Context: an optimization exercise on an open-source flow, tuned for small area, a short achievable clock period and few clock cycles per item. The choices shown serve that exercise and are no tape-out recipe. Only simulation tests tie the RTL to the original design; equivalence was not proved.

$ cat flow/design.v
module fft_ram_2ports (
  input clk,
  input [29:0] in,
  output [29:0] out
);
reg [30*64-1:0] dl;
assign out = dl[30*64-1 -: 30];
always @(posedge clk) dl <= {dl[30*63-1:0], in};
endmodule
module rom_w(input [5:0] t, output [31:0] w);
function [31:0] wtab; input [5:0] t; begin case (t)
  6'd0: wtab = 32'h7fff0000;
  6'd1: wtab = 32'h7fd8f9b8;
  6'd2: wtab = 32'h7f61f374;
  6'd3: wtab = 32'h7e9ced38;
  6'd4: wtab = 32'h7d89e707;
  6'd5: wtab = 32'h7c29e0e6;
  6'd6: wtab = 32'h7a7cdad8;
  6'd7: wtab = 32'h7884d4e1;
  6'd8: wtab = 32'h7641cf05;
  6'd9: wtab = 32'h73b5c946;
  6'd10: wtab = 32'h70e2c3aa;
  6'd11: wtab = 32'h6dc9be32;
  6'd12: wtab = 32'h6a6db8e4;
  6'd13: wtab = 32'h66cfb3c1;
  6'd14: wtab = 32'h62f1aecd;
  6'd15: wtab = 32'h5ed7aa0b;
  6'd16: wtab = 32'h5a82a57e;
  6'd17: wtab = 32'h55f5a129;
  6'd18: wtab = 32'h51339d0f;
  6'd19: wtab = 32'h4c3f9931;
  6'd20: wtab = 32'h471c9593;
  6'd21: wtab = 32'h41ce9237;
  6'd22: wtab = 32'h3c568f1e;
  6'd23: wtab = 32'h36ba8c4b;
  6'd24: wtab = 32'h30fb89bf;
  6'd25: wtab = 32'h2b1f877c;
  6'd26: wtab = 32'h25288584;
  6'd27: wtab = 32'h1f1a83d7;
  6'd28: wtab = 32'h18f98277;
  6'd29: wtab = 32'h12c88164;
  6'd30: wtab = 32'h0c8c809f;
  6'd31: wtab = 32'h06488028;
  6'd32: wtab = 32'h00008001;
  6'd33: wtab = 32'hf9b88028;
  6'd34: wtab = 32'hf374809f;
  6'd35: wtab = 32'hed388164;
  6'd36: wtab = 32'he7078277;
  6'd37: wtab = 32'he0e683d7;
  6'd38: wtab = 32'hdad88584;
  6'd39: wtab = 32'hd4e1877c;
  6'd40: wtab = 32'hcf0589bf;
  6'd41: wtab = 32'hc9468c4b;
  6'd42: wtab = 32'hc3aa8f1e;
  6'd43: wtab = 32'hbe329237;
  6'd44: wtab = 32'hb8e49593;
  6'd45: wtab = 32'hb3c19931;
  6'd46: wtab = 32'haecd9d0f;
  6'd47: wtab = 32'haa0ba129;
  6'd48: wtab = 32'ha57ea57e;
  6'd49: wtab = 32'ha129aa0b;
  6'd50: wtab = 32'h9d0faecd;
  6'd51: wtab = 32'h9931b3c1;
  6'd52: wtab = 32'h9593b8e4;
  6'd53: wtab = 32'h9237be32;
  6'd54: wtab = 32'h8f1ec3aa;
  6'd55: wtab = 32'h8c4bc946;
  6'd56: wtab = 32'h89bfcf05;
  6'd57: wtab = 32'h877cd4e1;
  6'd58: wtab = 32'h8584dad8;
  6'd59: wtab = 32'h83d7e0e6;
  6'd60: wtab = 32'h8277e707;
  6'd61: wtab = 32'h8164ed38;
  6'd62: wtab = 32'h809ff374;
  6'd63: wtab = 32'h8028f9b8;
  default: wtab = 32'h0; endcase end endfunction
assign w = wtab(t);
endmodule
module mult16x16_cpx #(parameter S = 2) (
  input clk,
  input [6:0] p,           
  input [31:0] in,
  output reg [31:0] out
);
function [15:0] f;
  input signed [15:0] v;
  begin
    f = v - {15'd0, (v > 0)} + {15'd0, (v == -16'sd32768)};
  end
endfunction
function [15:0] g;
  input signed [15:0] v;
  begin
    g = -v - {15'd0, v[15]};
  end
endfunction
function [15:0] sat;
  input signed [32:0] v;
  reg signed [17:0] q;
  begin
    q = v[32:15];
    if (q > 18'sd32767) sat = 16'h7fff;
    else if (q < -18'sd32768) sat = 16'h8000;
    else sat = q[15:0];
  end
endfunction
wire signed [15:0] br = in[31:16], bi = in[15:0];
generate if (S == 2) begin : s2
  always @(posedge clk)
    if (!p[5]) out <= in;
    else if (!p[6]) out <= {f(br), f(bi)};
    else out <= {f(bi), g(br)};
end else begin : s3
  reg [31:0] a1, a2, e1;
  reg [1:0] m1, m2;              
  reg signed [16:0] sum1, dif1;
  reg signed [32:0] k1, k2;
  always @(posedge clk) begin
    a1 <= in;
    e1 <= p[5] ? {f(bi), g(br)} : {f(br), f(bi)};
    m1 <= !p[4] ? 2'd0 : !p[6] ? 2'd1 : p[5] ? 2'd3 : 2'd2;
    sum1 <= br + bi;
    dif1 <= bi - br;
    a2 <= m1 == 2'd0 ? a1 : e1;
    m2 <= m1;
    k1 <= sum1 * 17'sd23170;
    k2 <= dif1 * 17'sd23170;
    if (m2 == 2'd2) out <= {sat(k1), sat(k2)};
    else if (m2 == 2'd3) out <= {sat(k2), sat(-k1)};
    else out <= a2;
  end
end endgenerate
endmodule
module fft_ram_ad #(parameter I = 0, parameter J = 6) (
  input clk,
  input [6:0] p,           
  input [31:0] in,
  output reg [31:0] out
);
localparam L = (1 << J) - (1 << I);
reg [32*L-1:0] bf;
wire [31:0] bo = bf[32*L-1 -: 32];
wire sel = p[J] & ~p[I];
always @(posedge clk) begin
  bf <= {bf[32*L-33:0], sel ? bo : in};
  out <= sel ? in : bo;
end
endmodule
module radix_2 (
  input clk,
  input [6:0] p,           
  input [31:0] in,
  output reg [31:0] out
);
wire [5:0] t = {p[1], p[2], p[3], p[4], p[5], p[6]};
wire [31:0] w;
rom_w rom(.t(t), .w(w));
wire signed [15:0] wim = w[15:0];
function [15:0] sat;
  input signed [32:0] v;
  reg signed [17:0] q;
  begin
    q = v[32:15];
    if (q > 18'sd32767) sat = 16'h7fff;
    else if (q < -18'sd32768) sat = 16'h8000;
    else sat = q[15:0];
  end
endfunction
reg [31:0] a_hold, a_r, a_r2, b_r, bh;
reg signed [15:0] y1a, y2a, y1b, y2b;
reg signed [32:0] pa, pb;
wire ph = p[0];    
wire signed [15:0] br = b_r[31:16], bi = b_r[15:0];
wire signed [15:0] y1 = ph ? y1b : y1a;
wire signed [15:0] y2 = ph ? y2b : y2a;
wire signed [32:0] mac = br * y1 + bi * y2;
wire signed [15:0] tr = sat(pa), ti = sat(pb);
wire signed [15:0] ar = a_r2[31:16], ai = a_r2[15:0];
wire signed [16:0] sr = ar + tr, si = ai + ti, dr = ar - tr, di = ai - ti;
always @(posedge clk) begin
  if (!ph) a_hold <= in;
  if (ph) begin
    b_r <= in; a_r <= a_hold;
    y1a <= w[31:16]; y2a <= -wim;
    y1b <= w[15:0];  y2b <= w[31:16];
    pb <= mac;
    a_r2 <= a_r;
  end else begin
    pa <= mac;
  end
  if (ph) out <= bh;
  else begin
    out <= {sr[16:1], si[16:1]};
    bh <= {dr[16:1], di[16:1]};
  end
end
endmodule
module tw_mult2 #(parameter S = 4) (
  input clk,
  input [6:0] p,           
  input [31:0] in,
  output reg [31:0] out
);
wire [5:0] pr6 = {p[1], p[2], p[3], p[4], p[5], p[6]};    
wire [5:0] t = (pr6 & ((6'd1 << (S - 1)) - 6'd1)) << (7 - S);
wire [31:0] w;
rom_w rom(.t(t), .w(w));
reg [31:0] r1, w1, a2;
reg b1, b2;
reg signed [32:0] pr2, pi2;
wire signed [15:0] br = r1[31:16], bi = r1[15:0];
wire signed [15:0] wr = w1[31:16], wi = w1[15:0];
function [15:0] sat;
  input signed [32:0] v;
  reg signed [17:0] q;
  begin
    q = v[32:15];
    if (q > 18'sd32767) sat = 16'h7fff;
    else if (q < -18'sd32768) sat = 16'h8000;
    else sat = q[15:0];
  end
endfunction
always @(posedge clk) begin
  r1 <= in; w1 <= w; b1 <= p[7-S];
  pr2 <= br * wr - bi * wi;
  pi2 <= br * wi + bi * wr;
  a2 <= r1; b2 <= b1;
  out <= b2 ? {sat(pr2), sat(pi2)} : a2;
end
endmodule
module butterfly2 #(parameter D = 8) (
  input clk,
  input bsel,
  input [31:0] in,
  output reg [31:0] out
);
reg [32*D-1:0] dl;
wire [31:0] a = dl[32*D-1 -: 32];
wire signed [15:0] ar = a[31:16], ai = a[15:0];
wire signed [15:0] tr = in[31:16], ti = in[15:0];
wire signed [16:0] sr = ar + tr;
wire signed [16:0] si = ai + ti;
wire signed [16:0] dr = ar - tr;
wire signed [16:0] di = ai - ti;
wire [31:0] dl_in = bsel ? {dr[16:1], di[16:1]} : in;
always @(posedge clk) begin
  if (D == 1) dl <= dl_in;
  else dl <= {dl[32*D-33:0], dl_in};
  out <= bsel ? {sr[16:1], si[16:1]} : a;
end
endmodule
module fft_128_ctr #(parameter LAST = 321, parameter OUT0 = 194) (
  input clk,
  input rst,
  input ce,
  output reg [9:0] cnt,
  output reg oe_next
);
reg running;
always @(posedge clk or negedge rst)
  if (!rst) begin
    running <= 1'b0;
    cnt <= 10'd0;
  end else if (ce) begin
    running <= 1'b1;
    cnt <= 10'd1;
  end else if (running) begin
    cnt <= cnt + 10'd1;
    if (cnt == LAST) running <= 1'b0;
  end
always @(*) oe_next = running && cnt >= OUT0 && cnt <= LAST;
endmodule
`timescale 1ns / 1ps
module fft_insert128(
  input clk,
  input rst,
  input ce,
  input [31:0] din,
  output reg oe,
  output reg [31:0] dout
);
localparam T2 = 1;              
localparam C2 = T2 + 1;         
localparam T3 = C2 + 33;
localparam C3 = T3 + 3;
localparam T4 = C3 + 17;
localparam C4 = T4 + 3;
localparam T5 = C4 + 9;
localparam C5 = T5 + 3;
localparam T6 = C5 + 5;
localparam C6 = T6 + 3;
localparam T7 = C6 + 3;
localparam R1 = T7 + 5;
localparam R2 = R1 + 64;
localparam R3 = R2 + 31;
localparam RO = R3 + 13;        
localparam LAST = RO + 127;
wire [9:0] cnt;
wire oe_next;
fft_128_ctr #(.LAST(LAST), .OUT0(RO)) ctr (
  .clk(clk), .rst(rst), .ce(ce), .cnt(cnt), .oe_next(oe_next));
function [6:0] pos;
  input [9:0] c;
  input integer t;
  reg [9:0] d;
  begin
    d = c - t;
    pos = d[6:0];
  end
endfunction
reg [31:0] xin;
always @(posedge clk) xin <= din;
wire [29:0] xh = {xin[31:17], xin[15:1]};
wire [29:0] xrep;
fft_ram_2ports replay(.clk(clk), .in(xh), .out(xrep));
wire [6:0] p2 = pos(cnt, T2);
wire [29:0] s1 = p2[6] ? xrep : xh;
wire [31:0] s1w = {s1[29], s1[29:15], s1[14], s1[14:0]};
wire [31:0] t2o, c2o, t3o, c3o, t4o, c4o, t5o, c5o, t6o, c6o, s7o, r1o, r2o, r3o;
wire [6:0] pc2 = pos(cnt, C2), pt3 = pos(cnt, T3), pc3 = pos(cnt, C3);
wire [6:0] pt4 = pos(cnt, T4), pc4 = pos(cnt, C4), pt5 = pos(cnt, T5);
wire [6:0] pc5 = pos(cnt, C5), pt6 = pos(cnt, T6), pc6 = pos(cnt, C6);
wire [6:0] pt7 = pos(cnt, T7), pr1 = pos(cnt, R1), pr2 = pos(cnt, R2);
wire [6:0] pr3 = pos(cnt, R3);
mult16x16_cpx #(.S(2)) tw2 (.clk(clk), .p(p2), .in(s1w), .out(t2o));
butterfly2 #(.D(32)) bf2 (.clk(clk), .bsel(pc2[5]), .in(t2o), .out(c2o));
mult16x16_cpx #(.S(3)) tw3 (.clk(clk), .p(pt3), .in(c2o), .out(t3o));
butterfly2 #(.D(16)) bf3 (.clk(clk), .bsel(pc3[4]), .in(t3o), .out(c3o));
tw_mult2 #(.S(4)) tw4 (.clk(clk), .p(pt4), .in(c3o), .out(t4o));
butterfly2 #(.D(8)) bf4 (.clk(clk), .bsel(pc4[3]), .in(t4o), .out(c4o));
tw_mult2 #(.S(5)) tw5 (.clk(clk), .p(pt5), .in(c4o), .out(t5o));
butterfly2 #(.D(4)) bf5 (.clk(clk), .bsel(pc5[2]), .in(t5o), .out(c5o));
tw_mult2 #(.S(6)) tw6 (.clk(clk), .p(pt6), .in(c5o), .out(t6o));
butterfly2 #(.D(2)) bf6 (.clk(clk), .bsel(pc6[1]), .in(t6o), .out(c6o));
radix_2 st7 (.clk(clk), .p(pt7), .in(c6o), .out(s7o));
fft_ram_ad #(.I(0), .J(6)) sw1 (.clk(clk), .p(pr1), .in(s7o), .out(r1o));
fft_ram_ad #(.I(1), .J(5)) sw2 (.clk(clk), .p(pr2), .in(r1o), .out(r2o));
fft_ram_ad #(.I(2), .J(4)) sw3 (.clk(clk), .p(pr3), .in(r2o), .out(r3o));
always @(posedge clk or negedge rst)
  if (!rst) oe <= 1'b0;
  else oe <= oe_next;
always @(posedge clk) dout <= r3o;
endmodule
$ cat flow/run.sh
#!/bin/bash
# synth_recipe.tcl (not shown) runs the flow's synth.tcl, then flattens the netlist and writes it again
# the make line also repeats each setting of config.mk as NAME=value (left out here)
make -C /OpenROAD-flow-scripts/flow DESIGN_CONFIG=/design/flow/config.mk WORK_HOME=/design/flow/orfs CLKGATE_MAP_FILE= SYNTH_SCRIPT=/design/flow/synth_recipe.tcl finish
$ cat flow/config.mk
export PLATFORM = sky130hd
export DESIGN_NAME = fft_insert128
export DESIGN_NICKNAME = fft_insert128
export VERILOG_FILES = /design/flow/design.v
export SDC_FILE = /design/flow/constraint.sdc
export NUM_CORES = 4
export LEC_CHECK = 0
export CAP_MARGIN = 20
export CORE_MARGIN = 2
export CORE_UTILIZATION = 40
export PLACE_DENSITY = 0.6
export SLEW_MARGIN = 20
export SYNTH_MEMORY_MAX_BITS = 32768
$ cat flow/constraint.sdc
create_clock -name core_clock -period 10.0 [get_ports {clk}]
set_input_delay 2.0000 -clock core_clock [delete_from_list [all_inputs] [get_ports {clk}]]
set_output_delay 2.0000 -clock core_clock [all_outputs]
set_load 0.01 [all_outputs]
==> results of run 1 <==
cells by family (layout without fill, tap and decap cells):
| family | Yosys count | in the layout | synth area share (%) |
|---|---|---|---|
| AOI/OAI and AO/OA | 3102 | 3102 | 5.41 |
| xor gates and xnor gates | 1026 | 1026 | 2.48 |
| adders and majority gates | 5986 | 5986 | 28.4 |
| buffers and inverters | 6185 | 7101 | 6.41 |
| DFF | 8602 | 8602 | 48.1 |
| muxes | 285 | 285 | 0.873 |
| other | 0 | 84 | 0 |
| and+or+nand+nor | 6341 | 6341 | 8.29 |
metrics by stage:
stage	cell area, um^2	utilization [%]	hold slack, ns
2_1_floorplan	363000	-	0.310
3_3_place_gp	378000	41.9	0.310
3_5_place_dp	378000	41.9	0.312
4_1_cts	405000	44.8	0.216
5_1_grt	405000	44.8	0.219
6_report	405000	44.9	0.208
layout make-up:
cell class              count  area share [%]
diodes                     84          0.0518
inverters                5236            4.85
multi-input cells       16740            40.8
clock inverters           318           0.930
clock buffers            1107            5.69
well taps               11934            3.68
repair buffers            440           0.885
flip-flops and latches   8602            43.1
worst max-delay path by stage:
stage                        endpoint  cells after the start       start  slack (ns)
after floorplan            st7.pa[31]                     32  ctr.cnt[0]        0.24
after global placement     st7.pa[31]                     30  ctr.cnt[0]        0.75
after detailed placement   st7.pa[31]                     26  ctr.cnt[0]        0.72
after CTS                  st7.pb[31]                     26  ctr.cnt[0]        0.65
after global routing      tw4.pr2[31]                     32   tw4.w1[5]        0.08
final                     tw4.pr2[32]                     30   tw4.w1[5]        0.51
placed cells by master, fill, tap and decap left out, types with 49 or more instances in the layout:
cell	netlist	routed
o21bai_1	140	140
nand3_1	154	154
a211oi_1	94	94
dfxtp_1	8347	8302
o31ai_1	67	67
buf_4	4	365
edfxtp_1	243	243
a31oi_1	93	93
nor3_1	227	227
ha_1	2215	2214
clkdlybuf4s50_1	0	65
inv_1	5223	5223
xor2_1	235	223
nand2b_1	241	241
clkinv_2	0	140
or3_1	81	81
mux2_2	223	223
fa_1	3770	3770
nor2_1	1107	1106
mux2i_1	59	58
clkbuf_8	0	156
o21a_1	126	126
nor2b_1	272	272
and3_1	84	84
o21ai_0	775	768
clkbuf_1	896	136
a221oi_1	49	49
a21o_1	270	270
and2_1	1308	1307
xnor2_1	787	779
diode_2	0	84
bufinv_16	0	63
clkbuf_16	0	815
nand2_1	2632	2629
o211ai_1	157	157
a21oi_1	887	885
sequential cells by signal, indices dropped and copies added, names as in the netlist, 64 cells and up:
signal,count
sw1.bf,2016
bf3.dl,512
bf2.dl,1024
replay.dl,1920
sw2.bf,960
bf5.dl,128
sw3.bf,384
bf6.dl,64
bf4.dl,256
worst max-delay path: cells and delay by family (launching register included):
family                   cells  cell delay, ns
AND/OR/NAND/NOR              5            1.32
AO/OA/AOI/OAI               12            2.69
flip-flops                   1            0.87
XOR/XNOR                     1            0.15
adder cells (fa/ha/maj)      8            3.76
buffers and inverters        4            0.57
layer usage:
metal / routed length, um / vias to the layer above / part of all wire, % / track usage [%]
met4: 29500 / 2 / 3.9 / 6.15
met3: 33600 / 1235 / 4.5 / 2.46
met5: 14 / - / 0.0019 / 0
met1: 329000 / 101459 / 44 / 21.4
met2: 360000 / 4217 / 48 / 28.3
li1: - / 97939 / - / -
==> summary.txt, run 1 <==
detail-routed via count per cell=4.61; Final TNS setup=0 ns; final layout net count=37,844; syn nets=37,547; Synth cell types=98; RePlAce Congestion=0.878; initial antenna violation count=51; first-pass GRT wire length=1,210,000 um; Syn. warnings=18; worst r2r path cells=30; reg-to-reg slack, setup=0.51 ns; final worst slack=0.509 ns; Slew @ Worst Pin=1.18 ns; H-tree levels=6; syn avg cell area=11.5 um^2; Crit Path Max Fanout=18; Max Clock Skew=0.141 ns; most frequent cell after synthesis=dfxtp_1; endpoints failing setup=0; max-slew violations=0; critical path class=flip-flop to flip-flop; placed instance count=42,952; Hold Vio Cnt, Final=0; hold wc startpoint=sw2.bf[723]; clk root buf=clkbuf_16; worst relative slew slack=20.6%; Reg clk slew, reported paths=0.07 ns; Final ANT Viol Nets=0; post-synth top area share=46.0%; dominant cell type by area after synthesis=dfxtp_1; fill count=82,547; post-synthesis sequential area ratio=48.1%; Worst setup EP type=flip-flop; GR Overflow Total=0; vias post-DR=204,852; IO Pins=68; WHS Path Cells=0; outcome=timing/DRC/antenna clean; cts bufs inserted=804; GRT Total Usage=16.6%; CTS tree=yes; FF-to-FF Start=tw4.w1[5]; pin count of the biggest net entering global routing=115; layout cells sized above 1=6.39%; leading cell types by count after synthesis=dfxtp_1 (8,347), inv_1 (5,223), fa_1 (3,770), nand2_1 (2,632), ha_1 (2,215); wire length per cell=16.9 um; required time of the critical path=10.95 ns; main area contributors after synthesis=dfxtp_1 (46%), fa_1 (21%), ha_1 (7.6%), inv_1 (5.4%), nand2_1 (2.7%); row count=349; area of the multi-input gates=165,000 um^2; worst-skew pair later-pin latency=1.15 ns; post-place setup slack=0.720 ns; ys async rst share=0.140%; Initial Utilization=40.2%; vias in the first global route=217,783; Register Area=175,000 um^2; cell count after synthesis=31,527; final WL=753,000 um; R2R Path End=tw4.pr2[32]; # hold bufs at CTS=0; Initial DRC Count=10,509; core footprint=904,000 um^2; Worst path most repeated cell=fa_1; Area Growth Syn to Fin=11.7%; die area=915,000 um^2; ys flop type=dfxtp_1; post-layout min period=9.49 ns; critical path arrival=10.44 ns; post_cts resized=0; die width=957 um; Initial DRT Pass Iterations=6; fin crit share=94.9%; #FFs+latches synth=8,602; fin cells=44,461; min-delay worst type=flip-flop to flip-flop; hold endpoint=sw2.bf[755]; Mapped Area=363,000 um^2; RSZ-0062 raised after global routing=false; max frequency=105 MHz; Max Buffers Root-to-Sink=5; hpwl dp=568,000 um; CP max-delay cell=dfxtp_1; Post-synth EDFFs=243; clk sink count=8,602; Die Y=957 um; max incr delay on CP=0.87 ns; port bufs=65; Max Cap Viol=0; DRC Markers=0; Worst setup SP type=flip-flop; Setup Fix Bufs, Post-CTS=0
Testbench counts, summed over its fixed seeds: cycles 15,544, frames 48.
==> run 2: changes to the inputs <==
--- a/flow/design.v
+++ b/flow/design.v
@@ -156,5 +156,5 @@
 wire [31:0] w;
 rom_w rom(.t(t), .w(w));
-wire signed [15:0] wim = w[15:0];
+wire signed [15:0] wre = w[31:16], wim = w[15:0];
 function [15:0] sat;
   input signed [32:0] v;
@@ -168,11 +168,14 @@
 endfunction
 reg [31:0] a_hold, a_r, a_r2, b_r, bh;
-reg signed [15:0] y1a, y2a, y1b, y2b;
+reg signed [15:0] y1, y2, ws_r, ws_i;
+reg signed [25:0] lo;
+reg signed [24:0] hi;
 reg signed [32:0] pa, pb;
 wire ph = p[0];    
 wire signed [15:0] br = b_r[31:16], bi = b_r[15:0];
-wire signed [15:0] y1 = ph ? y1b : y1a;
-wire signed [15:0] y2 = ph ? y2b : y2a;
-wire signed [32:0] mac = br * y1 + bi * y2;
+wire signed [8:0] y1l = {1'b0, y1[7:0]}, y2l = {1'b0, y2[7:0]};
+wire signed [7:0] y1h = y1[15:8], y2h = y2[15:8];
+wire signed [32:0] hs = {hi, 8'd0};
+wire signed [32:0] mac = hs + lo;
 wire signed [15:0] tr = sat(pa), ti = sat(pb);
 wire signed [15:0] ar = a_r2[31:16], ai = a_r2[15:0];
@@ -182,16 +185,21 @@
   if (ph) begin
     b_r <= in; a_r <= a_hold;
-    y1a <= w[31:16]; y2a <= -wim;
-    y1b <= w[15:0];  y2b <= w[31:16];
-    pb <= mac;
-    a_r2 <= a_r;
+    ws_r <= wre; ws_i <= wim;
+    y1 <= wre; y2 <= -wim;
   end else begin
-    pa <= mac;
+    y1 <= ws_i; y2 <= ws_r;
   end
-  if (ph) out <= bh;
-  else begin
+  lo <= br * y1l + bi * y2l;
+  hi <= br * y1h + bi * y2h;
+  if (ph) begin
+    pa <= mac;
+    a_r2 <= a_r;
+  end else
+    pb <= mac;
+  if (ph) begin
     out <= {sr[16:1], si[16:1]};
     bh <= {dr[16:1], di[16:1]};
-  end
+  end else
+    out <= bh;
 end
 endmodule
@@ -200,15 +208,14 @@
   input [6:0] p,           
   input [31:0] in,
-  output reg [31:0] out
+  output [31:0] out
 );
+localparam DB = 7 - S;
+localparam D = 1 << DB;
+localparam L = D + 4;
 wire [5:0] pr6 = {p[1], p[2], p[3], p[4], p[5], p[6]};    
 wire [5:0] t = (pr6 & ((6'd1 << (S - 1)) - 6'd1)) << (7 - S);
 wire [31:0] w;
 rom_w rom(.t(t), .w(w));
-reg [31:0] r1, w1, a2;
-reg b1, b2;
-reg signed [32:0] pr2, pi2;
-wire signed [15:0] br = r1[31:16], bi = r1[15:0];
-wire signed [15:0] wr = w1[31:16], wi = w1[15:0];
+wire signed [15:0] wre = w[31:16], wim = w[15:0];
 function [15:0] sat;
   input signed [32:0] v;
@@ -221,10 +228,39 @@
   end
 endfunction
+wire [DB:0] r = {~p[DB], p[DB-1:0]};
+wire [DB-1:0] k = r[DB:1];                  
+wire [DB-1:0] kw = r[DB:1] - 2'd2;          
+reg [32*L-1:0] line;
+assign out = line[32*L-1 -: 32];
+wire [31:0] bsrc = (k == 0) ? in : line[32*(k-1) +: 32];
+reg [31:0] b_r;
+reg signed [15:0] y1, y2, ws_r, ws_i, ws_n;
+reg signed [25:0] lo;
+reg signed [24:0] hi;
+reg signed [32:0] pa, pb;
+wire signed [15:0] br = b_r[31:16], bi = b_r[15:0];
+wire signed [8:0] y1l = {1'b0, y1[7:0]}, y2l = {1'b0, y2[7:0]};
+wire signed [7:0] y1h = y1[15:8], y2h = y2[15:8];
+wire signed [32:0] hs = {hi, 8'd0};
+wire signed [32:0] mac = hs + lo;
+wire [31:0] res = {sat(pa), sat(pb)};
+integer m;
 always @(posedge clk) begin
-  r1 <= in; w1 <= w; b1 <= p[7-S];
-  pr2 <= br * wr - bi * wi;
-  pi2 <= br * wi + bi * wr;
-  a2 <= r1; b2 <= b1;
-  out <= b2 ? {sat(pr2), sat(pi2)} : a2;
+  if (!r[0]) b_r <= bsrc;
+  if (r == 0) begin
+    ws_r <= wre; ws_i <= wim; ws_n <= -wim;
+    y1 <= wre; y2 <= -wim;
+  end else if (r[0]) begin
+    y1 <= ws_i; y2 <= ws_r;
+  end else begin
+    y1 <= ws_r; y2 <= ws_n;
+  end
+  lo <= br * y1l + bi * y2l;
+  hi <= br * y1h + bi * y2h;
+  if (r[0]) pb <= mac;
+  else pa <= mac;
+  line[31:0] <= in;
+  for (m = 1; m < L; m = m + 1)
+    line[32*m +: 32] <= (!r[0] && m == kw + 4) ? res : line[32*(m-1) +: 32];
 end
 endmodule
@@ -262,10 +298,13 @@
     running <= 1'b0;
     cnt <= 10'd0;
-  end else if (ce) begin
+  end else if (ce && !running) begin
     running <= 1'b1;
     cnt <= 10'd1;
   end else if (running) begin
     cnt <= cnt + 10'd1;
-    if (cnt == LAST) running <= 1'b0;
+    if (cnt == LAST) begin
+      running <= 1'b0;
+      cnt <= 10'd0;
+    end
   end
 always @(*) oe_next = running && cnt >= OUT0 && cnt <= LAST;
@@ -285,11 +324,11 @@
 localparam C3 = T3 + 3;
 localparam T4 = C3 + 17;
-localparam C4 = T4 + 3;
+localparam C4 = T4 + 12;
 localparam T5 = C4 + 9;
-localparam C5 = T5 + 3;
+localparam C5 = T5 + 8;
 localparam T6 = C5 + 5;
-localparam C6 = T6 + 3;
+localparam C6 = T6 + 6;
 localparam T7 = C6 + 3;
-localparam R1 = T7 + 5;
+localparam R1 = T7 + 6;
 localparam R2 = R1 + 64;
 localparam R3 = R2 + 31;
@@ -314,13 +353,17 @@
 wire [29:0] xrep;
 fft_ram_2ports replay(.clk(clk), .in(xh), .out(xrep));
-wire [6:0] p2 = pos(cnt, T2);
+reg [6:0] p2;
 wire [29:0] s1 = p2[6] ? xrep : xh;
 wire [31:0] s1w = {s1[29], s1[29:15], s1[14], s1[14:0]};
 wire [31:0] t2o, c2o, t3o, c3o, t4o, c4o, t5o, c5o, t6o, c6o, s7o, r1o, r2o, r3o;
-wire [6:0] pc2 = pos(cnt, C2), pt3 = pos(cnt, T3), pc3 = pos(cnt, C3);
-wire [6:0] pt4 = pos(cnt, T4), pc4 = pos(cnt, C4), pt5 = pos(cnt, T5);
-wire [6:0] pc5 = pos(cnt, C5), pt6 = pos(cnt, T6), pc6 = pos(cnt, C6);
-wire [6:0] pt7 = pos(cnt, T7), pr1 = pos(cnt, R1), pr2 = pos(cnt, R2);
-wire [6:0] pr3 = pos(cnt, R3);
+reg [6:0] pc2, pt3, pc3, pt4, pc4, pt5, pc5, pt6, pc6, pt7, pr1, pr2, pr3;
+always @(posedge clk) begin
+  p2 <= pos(cnt, T2 - 1);
+  pc2 <= pos(cnt, C2 - 1); pt3 <= pos(cnt, T3 - 1); pc3 <= pos(cnt, C3 - 1);
+  pt4 <= pos(cnt, T4 - 1); pc4 <= pos(cnt, C4 - 1); pt5 <= pos(cnt, T5 - 1);
+  pc5 <= pos(cnt, C5 - 1); pt6 <= pos(cnt, T6 - 1); pc6 <= pos(cnt, C6 - 1);
+  pt7 <= pos(cnt, T7 - 1); pr1 <= pos(cnt, R1 - 1); pr2 <= pos(cnt, R2 - 1);
+  pr3 <= pos(cnt, R3 - 1);
+end
 mult16x16_cpx #(.S(2)) tw2 (.clk(clk), .p(p2), .in(s1w), .out(t2o));
 butterfly2 #(.D(32)) bf2 (.clk(clk), .bsel(pc2[5]), .in(t2o), .out(c2o));
--- a/flow/config.mk
+++ b/flow/config.mk
@@ -10,4 +10,5 @@
 export CORE_UTILIZATION = 40
 export PLACE_DENSITY = 0.6
+export SETUP_SLACK_MARGIN = 4.5
 export SLEW_MARGIN = 20
 export SYNTH_MEMORY_MAX_BITS = 32768
==> summary.txt, run 2 <==
worst relative slew slack=28.8% (+8.2 points); fill count=75,504 (-8.5%); final WL=679,000 um (-9.7%); #FFs+latches synth=9,695 (+13%); final layout net count=33,232 (-12%); detail-routed via count per cell=4.59 (-0.47%); post-synthesis sequential area ratio=58.7% (+11 points); CTS tree=yes; syn avg cell area=11.9 um^2 (+3.0%); core footprint=848,000 um^2 (-6.2%); Reg clk slew, reported paths=0.06 ns (about the same); max incr delay on CP=0.56 ns (-0.31 ns); Final ANT Viol Nets=0 (unchanged); most frequent cells in the layout=dfxtp_1 (8,991), inv_1 (3,245), nand2_1 (2,357), fa_1 (1,762), ha_1 (1,735); Area Growth Syn to Fin=16.2%; Largest register FFs=2,016 (unchanged); Hold Vio Cnt, Final=0 (unchanged); most common cell after layout, fill and taps aside=dfxtp_1; post-synth top area share=53.6% (+7.6 points); max-slew violations=0 (unchanged); cts bufs inserted=852 (+6.0%); GRT Total Usage=15.5% (-1.1 points); main area contributors after synthesis=dfxtp_1 (54%), fa_1 (11%), ha_1 (6.9%), edfxtp_1 (4.9%), inv_1 (3.7%); IO Pins=68 (unchanged); die width=927 um (-3.1%); Top Usage Layer GRT=met2; Worst setup SP type=flip-flop; H-tree levels=6 (unchanged); CP max-delay cell=fa_2; clk sink count=9,695 (+13%); leading cell types by count after synthesis=dfxtp_1 (9,122), inv_1 (3,317), nand2_1 (2,409), ha_1 (1,878), fa_1 (1,796); dominant cell type by area after synthesis=dfxtp_1; Synth cell types=93 (-5.1%); critical path arrival=7.48 ns (-2.96 ns); endpoints failing setup=0 (unchanged); vias in the first global route=193,529 (-11%); post-route design area=396,000 um^2 (-2.4%); ys async rst share=0.124% (-0.016 points); Slew @ Worst Pin=1.04 ns (-0.144 ns); layout cells sized above 1=11.8% (+5.4 points); Worst setup EP type=flip-flop; post-layout min period=6.44 ns (-3.05 ns); grt met3 use=1.92% (-0.54 points); first-pass GRT wire length=1,070,000 um (-11%); Initial DRC Count=9,971 (-5.1%); Largest Register=sw1.bf; Initial DRT Pass Iterations=5 (-1); DRC Markers=0 (unchanged); Max Cap Viol=0 (unchanged); hpwl dp=470,000 um (-17%); worst-skew pair later-pin latency=1.18 ns (+0.03 ns); min-delay worst type=flip-flop to flip-flop; Final TNS setup=0 ns (unchanged); # hold bufs at CTS=0 (unchanged); Worst path most repeated cell=ha_4; Max Clock Skew=0.129 ns (-0.0123 ns); die area=859,000 um^2 (-6.2%); vias post-DR=190,655 (-6.9%); met1 Track Usage GR=20.2% (-1.3 points); Mapped Area=340,000 um^2 (-6.2%); initial antenna violation count=30 (-41%); Post-synth EDFFs=561 (+130%); clk root buf=clkbuf_16; Max Buffers Root-to-Sink=4 (-1); Largest regs=sw1.bf (2016), replay.dl (1920), bf2.dl (1024); row count=338 (-3.2%); RePlAce Congestion=0.858 (-2.3%); outcome=timing/DRC/antenna clean; fin crit share=64.4% (-31 points); Syn. warnings=18 (unchanged); RSZ-0062 raised after global routing=true; placed instance count=39,299 (-8.5%); max frequency=155 MHz (+47%); ys flop type=dfxtp_1; cell area after placement=354,000 um^2 (-6.4%); wire length per cell=16.3 um (-3.4%); cell count after synthesis=28,692 (-9.0%); required time of the critical path=11.04 ns (+0.09 ns); fin cells=41,574 (-6.5%); port bufs=65 (unchanged); Die Y=927 um (-3.1%); met2 usage=26.2% (-2.1 points); critical path class=flip-flop to flip-flop; Initial Utilization=40.2% (about the same); most frequent cell after synthesis=dfxtp_1; syn nets=32,401 (-14%); Crit Path Max Fanout=4 (-14); pin count of the biggest net entering global routing=91 (-21%); GR Overflow Total=0 (unchanged)
[run 2: worst paths after layout]
check	endpoint	depth (start not counted)	slack, ns	startpoint
setup / recovery	tw4.lo[22]	31	3.56	tw4.b_r[19]
hold / removal	sw3.bf[241]	0	0.24	sw3.bf[209]
hold reg to reg	sw3.bf[241]	0	0.24	sw3.bf[209]
max in group asynchronous	ctr.cnt[3]	1	8.25	rst
min in group asynchronous	ctr.cnt[1]	1	1.25	rst
setup reg to reg	tw4.lo[22]	31	3.56	tw4.b_r[19]
[run 2: layout make-up]
cell class                      count  area [um^2]  share of cell area (%)
Antenna cell                       97          243                  0.0613
Clock buffer                     1153        24400                    6.16
Clock inverter                    435         6220                    1.57
Inverter                         3325        12500                    3.16
Multi-Input combinational cell  14862       131000                    33.1
Sequential cell                  9695       200000                    50.6
Tap cell                        11220        14000                    3.55
Timing Repair Buffer              787         7470                    1.89
[run 2: cell families after synthesis]
family	synth area share, %
flip-flops	58.7
AND/OR/NAND/NOR	8.71
buffers and inverters	4.56
adder cells (fa/ha/maj)	17.5
AO/OA/AOI/OAI	6.07
XOR/XNOR	2.59
multiplexers	1.93
[run 2: worst max-delay path, delay by kind of cell, from the launching register on]
kind	cells	cell delay, ns
DFF	1	0.46
and+or+nand+nor	7	0.88
AOI/OAI and AO/OA	10	1.84
adders and majority gates	7	2.38
buffers and inverters	5	0.49
xor gates and xnor gates	2	0.28
[run 2: layer usage]
layer  up-vias  part of all wire [%]
met4         2                   4.5
met5         -                0.0019
met3      1158                   3.8
met1     92621                    45
met2      3395                    47
li1      93479                     -
[run 2: what timing repair did]
action | 4_1_cts | 5_1_grt
endpoints found under the hold margin | 0 | 0
resized for setup | 750 | 408
endpoints found under the setup margin | 121 | 127
cloned | 5 | 3
pin swaps | 361 | 324
setup buffers | 463 | 117
[run 2: per-stage QoR]
step	hold WS (ns)	worst slack [ns]	utilization [%]
final	0.235	3.56	46.7
after global routing	0.226	3.28	46.7
after CTS	0.224	3.62	46.3
after detailed placement	0.312	2.83	41.8
after global placement	0.309	2.80	41.8
after floorplan	0.310	4.05	-
Testbench counts of run 2, summed over its fixed seeds: cycles 16,408, frames 48.

separate check: timing with driven ports:
No port has a modelled driver above. Below, the same layouts with a new extraction and two added sets of constraints. Step 1 sets driving cells, clkbuf_16 on the clock port and buf_2 on the other inputs (assumed; they add their load-dependent delay and slew). Step 2 moves the port delays by t, midway between the first and last clock arrival at a register: inputs arrive t later, outputs are due t later. That takes back most of the time a late clock gives input paths. Slacks: ideal / step 1 / step 2; pairs: ideal / step 1.
| run | t, ns | setup slack, ns | hold WS [ns] |
|---|---|---|---|
| run 1 | 1.188 | 0.509 / 0.509 / 0.509 | 0.208 / 0.208 / 0.208 |
| run 2 | 1.281 | 3.561 / 3.561 / 3.561 | 0.235 / 0.235 / 0.235 |
After both steps setup and hold are still met in every run listed.
